Context: an optimization exercise on an open-source flow, tuned for small area and a short achievable clock period. The choices shown serve that exercise and are no tape-out recipe. At most, simulation tests tie the RTL to the original design; equivalence was not proved. No activity file was given, so power comes from the tool's default toggle rates.

==> inputs of v11 <==
Design ALU, start of the top module:
module ALU(X, B, R, y, valid_in, clk);
    input [15:0] X, B;
    input clk;
    input R;
    input valid_in;
    output reg [38:0] y;
  wire [6:0] yh = y[38:32] & {7{~R}};
  wire [6:0] hi;
  wire n1;
  c_f0 u_n1 (.i0(valid_in), .i1(R), .o0(n1));
  wire n2;
  c_f1 u_n2 (.i0(B[0]), .i1(n1), .o0(n2));
  wire n3;
  c_f1 u_n3 (.i0(B[1]), .i1(n1), .o0(n3));
  wire n4;
  c_f1 u_n4 (.i0(B[2]), .i1(n1), .o0(n4));
  wire n5;
  c_f1 u_n5 (.i0(B[3]), .i1(n1), .o0(n5));
  wire n6;
  c_f1 u_n6 (.i0(B[4]), .i1(n1), .o0(n6));
  wire n7;
  c_f1 u_n7 (.i0(B[5]), .i1(n1), .o0(n7));
  wire n8;
  c_f1 u_n8 (.i0(B[6]), .i1(n1), .o0(n8));
  wire n9;
  c_f1 u_n9 (.i0(B[7]), .i1(n1), .o0(n9));
  wire n10;
  c_f1 u_n10 (.i0(B[8]), .i1(n1), .o0(n10));
  wire n11;
  c_f1 u_n11 (.i0(B[9]), .i1(n1), .o0(n11));
  wire n12;
  c_f1 u_n12 (.i0(B[10]), .i1(n1), .o0(n12));
  wire n13;
  c_f1 u_n13 (.i0(B[11]), .i1(n1), .o0(n13));
  wire n14;
  c_f1 u_n14 (.i0(B[12]), .i1(n1), .o0(n14));
  wire n15;
  c_f1 u_n15 (.i0(B[13]), .i1(n1), .o0(n15));
  wire n16;
  c_f1 u_n16 (.i0(B[14]), .i1(n1), .o0(n16));
  wire n17;
  c_f1 u_n17 (.i0(B[15]), .i1(n1), .o0(n17));
  wire n18;
  c_f2 u_n18 (.i0(X[0]), .i1(n2), .o0(n18));
  wire n19;
  ...
export LEC_CHECK = 0
export CAP_MARGIN = 20
export CORE_MARGIN = 2
export CORE_UTILIZATION = 40
export SETUP_SLACK_MARGIN = 3
export SLEW_MARGIN = 20
export SYNTH_HIERARCHICAL = 1
export SYNTH_MINIMUM_KEEP_SIZE = 0
create_clock -name core_clock -period 10.0 [get_ports {clk}]
standard.sh (not shown) runs the stock make flow with config.mk's settings and CLKGATE_MAP_FILE= SYNTH_SCRIPT=/design/flow/synth_recipe.tcl, a recipe that flattens the netlist after the stock synthesis.
==> flow/flow/run.sh <==
#!/bin/bash
# The standard layout, with every input and output port buffered by a
# plain buffer (buf_2) instead of the default delay-cell buffer; the
# resizer may then size these buffers like any other.
set -euo pipefail
cd "$(dirname "$0")/.."
export BUFFER_PORTS_ARGS="-buffer_cell sky130_fd_sc_hd__buf_2"
bash standard.sh > flow_standard.log 2>&1
==> inputs of v35, as changes to v11 <==
==> flow/flow/run.sh (replaced) <==
#!/bin/bash
# The standard layout, with every input and output port buffered by a
# plain buffer (buf_2) instead of the default delay-cell buffer, and
# power recovery (downsizing of gates off the critical paths) after
# global routing.
set -euo pipefail
cd "$(dirname "$0")/.."
bash standard.sh "BUFFER_PORTS_ARGS=-buffer_cell sky130_fd_sc_hd__buf_2" RECOVER_POWER=100 finish > flow_standard.log 2>&1
SETUP_SLACK_MARGIN = 2.5   (was 3)
==> notes.md <==
v35 ran to the end with no violations. v11 completed with no timing, DRC or antenna violations. Of v11 and v35, v35 has the higher worst hold slack (gap 0.0089 ns). Between v11 and v35, the lower via count is in v35 (gap about 0.34%, measured against v35). Of v11 and v35, v11 has the higher register-to-register slack (gap 0.61 ns). Against v35, the global-route usage of v11 is higher by 0.093 points. Flip-flop and latch count is the same in v35 and v11. Of v35 and v11, v35 has the higher first-iteration DRC count (gap 1.4%, measured against v11). Design area: v11 is larger than v35 (about 5.6%). Count of clock-buffer cells in the layout: v35 is higher than v11 (1). Critical path depth is the same in v11 and v35. In v35 the clock skew is higher than in v11, by 0.0023 ns. Against v11, the maximum frequency of v35 is smaller by about 14%.
==> figures <==
                                                                                             v35                    v11
Final period util                                                                          0.836                  0.715
Met2 layer usage reported by global route                                                  0.362                  0.348
Layout-to-synthesis area ratio                                                            1.112x                 1.174x
Final nets                                                                                  1424                   1436
Area of the multi-input gates                                                       0.00879 mm^2           0.00914 mm^2
Clock slew at the register clock pins of the worst setup and hold paths                  0.08 ns                0.07 ns
Crit-path max cell delay                                                                 0.89 ns                0.61 ns
Fraction of final layout cells sized beyond drive strength 1                               0.153                  0.273
Reg2reg path depth                                                                            12                     11
R2r setup slk                                                                            6.52 ns                7.13 ns
End of the worst register-to-register path                                         y[37]$_DFF_P_          y[36]$_DFF_P_
Met3 track utilization from global routing                                                0.0197                 0.0221
Max IR drop VDD                                                                         0.112 mV               0.136 mV
Slowest-stage cell, CP                                                   sky130_fd_sc_hd__and2_0  sky130_fd_sc_hd__fa_2
Total of clock buffers placed in the layout                                                    6                      5
Clock buf/inv share                                                                       0.0165                 0.0169
Min cycle time layout                                                                    8.36 ns                7.15 ns
Signal buf overhead                                                                       0.0497                 0.0680
Outcome                                                         no timing/DRC/antenna violations  no timing/DRC/antenna violations
Sequential portion of the cell area                                                       0.0723                 0.0685
Pint                                                                                  0.000886 W              0.00101 W
Minimum hold slack                                                                      0.547 ns               0.538 ns
Critical path fanouts, max                                                                    16                      7

========
==> run Z <==
Another version of the RTL of ALU (not shown whole).
==> module c_hipre, before the edit <==
module c_hipre(yh, a1, b0, b1, h1, h0);
  input [6:0] yh;
  input a1, b0, b1;
  output [6:0] h1, h0;
  wire [6:0] yinc = yh + 7'd1;
  wire [6:0] ydec = yh - 7'd1;
  wire [6:0] m = b0 ? yh : yinc;
  assign h1 = m;
  assign h0 = a1 ? m : b0 ? ydec : yh;
endmodule
==> module c_f18, before the edit <==
module c_f18(i0, i1, i2, o0);
  input i0, i1, i2;
  output o0;
  assign o0 = i0 ? i1 : i2;
endmodule
==> flow/config.mk <==
export PLATFORM = sky130hd
export DESIGN_NAME = ALU
export DESIGN_NICKNAME = ALU
export VERILOG_FILES = /design/flow/design.v
export SDC_FILE = /design/flow/constraint.sdc
export NUM_CORES = 4
export LEC_CHECK = 0
export CAP_MARGIN = 20
export CORE_MARGIN = 2
export CORE_UTILIZATION = 40
export SETUP_SLACK_MARGIN = 3
export SLEW_MARGIN = 20
export SYNTH_HIERARCHICAL = 1
export SYNTH_MINIMUM_KEEP_SIZE = 0
==> flow/constraint.sdc <==
create_clock -name core_clock -period 10.0 [get_ports {clk}]
set_input_delay 2.0000 -clock core_clock [delete_from_list [all_inputs] [get_ports {clk}]]
set_output_delay 2.0000 -clock core_clock [all_outputs]
set_load 0.01 [all_outputs]
==> flow/flow/run.sh <==
#!/bin/bash
# The standard layout, with every input and output port buffered by a
# plain buffer (buf_2) instead of the default delay-cell buffer; the
# resizer may then size these buffers like any other.
set -euo pipefail
cd "$(dirname "$0")/.."
export BUFFER_PORTS_ARGS="-buffer_cell sky130_fd_sc_hd__buf_2"
bash standard.sh > flow_standard.log 2>&1
==> run P: changes against run Z <==
--- a/flow/design.v
+++ b/flow/design.v
@@ -1945,8 +1945,8 @@
   wire [6:0] yinc = yh + 7'd1;
   wire [6:0] ydec = yh - 7'd1;
   wire [6:0] m = b0 ? yh : yinc;
-  assign h1 = m;
-  assign h0 = a1 ? m : b0 ? ydec : yh;
+  assign h1 = ~m;
+  assign h0 = ~(a1 ? m : b0 ? ydec : yh);
 endmodule
 module c_f0(i0, i1, i2, o0);
   input i0, i1, i2;
@@ -2041,5 +2041,5 @@
 module c_f18(i0, i1, i2, o0);
   input i0, i1, i2;
   output o0;
-  assign o0 = i0 ? i1 : i2;
+  assign o0 = ~(i0 ? i1 : i2);
 endmodule
==> flow/flow/run.sh (replaced) <==
#!/bin/bash
# The standard layout, with every input and output port buffered by a
# plain buffer (buf_1) instead of the default delay-cell buffer; the
# resizer may then size these buffers like any other.
set -euo pipefail
cd "$(dirname "$0")/.."
export BUFFER_PORTS_ARGS="-buffer_cell sky130_fd_sc_hd__buf_1"
bash standard.sh > flow_standard.log 2>&1
--- a/flow/config.mk
+++ b/flow/config.mk
@@ -8,6 +8,7 @@
 export CAP_MARGIN = 20
 export CORE_MARGIN = 2
 export CORE_UTILIZATION = 40
+export PLACE_DENSITY = 0.8
 export SETUP_SLACK_MARGIN = 3
 export SLEW_MARGIN = 20
 export SYNTH_HIERARCHICAL = 1
==> run R: changes against run Z <==
--- a/flow/design.v
+++ b/flow/design.v
@@ -1945,8 +1945,8 @@
   wire [6:0] yinc = yh + 7'd1;
   wire [6:0] ydec = yh - 7'd1;
   wire [6:0] m = b0 ? yh : yinc;
-  assign h1 = m;
-  assign h0 = a1 ? m : b0 ? ydec : yh;
+  assign h1 = ~m;
+  assign h0 = ~(a1 ? m : b0 ? ydec : yh);
 endmodule
 module c_f0(i0, i1, i2, o0);
   input i0, i1, i2;
@@ -2041,5 +2041,5 @@
 module c_f18(i0, i1, i2, o0);
   input i0, i1, i2;
   output o0;
-  assign o0 = i0 ? i1 : i2;
+  assign o0 = ~(i0 ? i1 : i2);
 endmodule
==> flow/flow/run.sh (replaced) <==
#!/bin/bash
# The standard layout, with every input and output port buffered by a
# plain buffer (buf_1) instead of the default delay-cell buffer; the
# resizer may then size these buffers like any other.
set -euo pipefail
cd "$(dirname "$0")/.."
export BUFFER_PORTS_ARGS="-buffer_cell sky130_fd_sc_hd__buf_1"
bash standard.sh > flow_standard.log 2>&1
==> notes.md <==
Status: run Z complete, no violations; run P complete, no violations; run R complete, no violations
Finished Layout Cells: run Z 1533; run P 1497; run R 1503
Sequential cell area share: run Z 6.644%; run P 6.901%; run R 6.848%
Place WS: run Z 1592 ps; run P 1638 ps; run R 1858 ps
Starting density of the core: run Z 40.40%; run P 41.06%; run R 41.06%
Number of buffers and inverters on the critical path: run Z 3; run P 3; run R 4
Final-layout clock-cell area share: run Z 1.235%; run P 1.493%; run R 1.690%
Clock distribution power: run Z 0.176 mW; run P 0.199 mW; run R 0.227 mW
R2r endpoint: run Z y[34]; run P y[36]; run R y[35]
Period minus WS final: run Z 7018 ps; run P 6994 ps; run R 6983 ps
Placeable Area: run Z 0.02411 mm^2; run P 0.02361 mm^2; run R 0.02361 mm^2
Total met3 wirelength after detailed routing: run Z 1543 um; run P 1733 um; run R 1503 um
Highest ir drop seen on vdd: run Z 0.0001464 V; run P 0.0001228 V; run R 0.0001047 V
Synth Area in Compound Gates: run Z 9.597%; run P 9.719%; run R 9.719%
No functional check of the RTL was part of run Z.

-- port drivers added, routing unchanged --
The flow's constraints put no driver on any port. The routed layouts listed below were extracted and timed again, unchanged, in two steps.
Step 1, drivers: a clkbuf_16 drives clk and a buf_2 each remaining input, both assumed.
Step 2 moves the port delays by t, midway between the first and last clock arrival at a register: inputs arrive t later, outputs are due t later. That takes back most of the time a late clock gives input paths.
a / b / c = ideal / step 1 / step 2; a / b = the first two.
run	shift t [ns]	setup WS [ns]	hold slack, ns
v11	0.343	2.846 / 2.843 / 2.500	0.538 / 0.538 / 0.538
v35	0.353	1.644 / 1.670 / 1.317	0.547 / 0.547 / 0.547
run Z	0.345	2.982 / 2.857 / 2.513	0.545 / 0.545 / 0.545
run P	0.344	3.006 / 2.879 / 2.536	0.556 / 0.556 / 0.556
run R	0.350	3.017 / 2.960 / 2.610	0.566 / 0.566 / 0.566
After both steps setup and hold are still met in every run listed. The setup slack of run P, which loses most, moves by -0.127 ns with the drivers and by -0.470 ns with both steps.
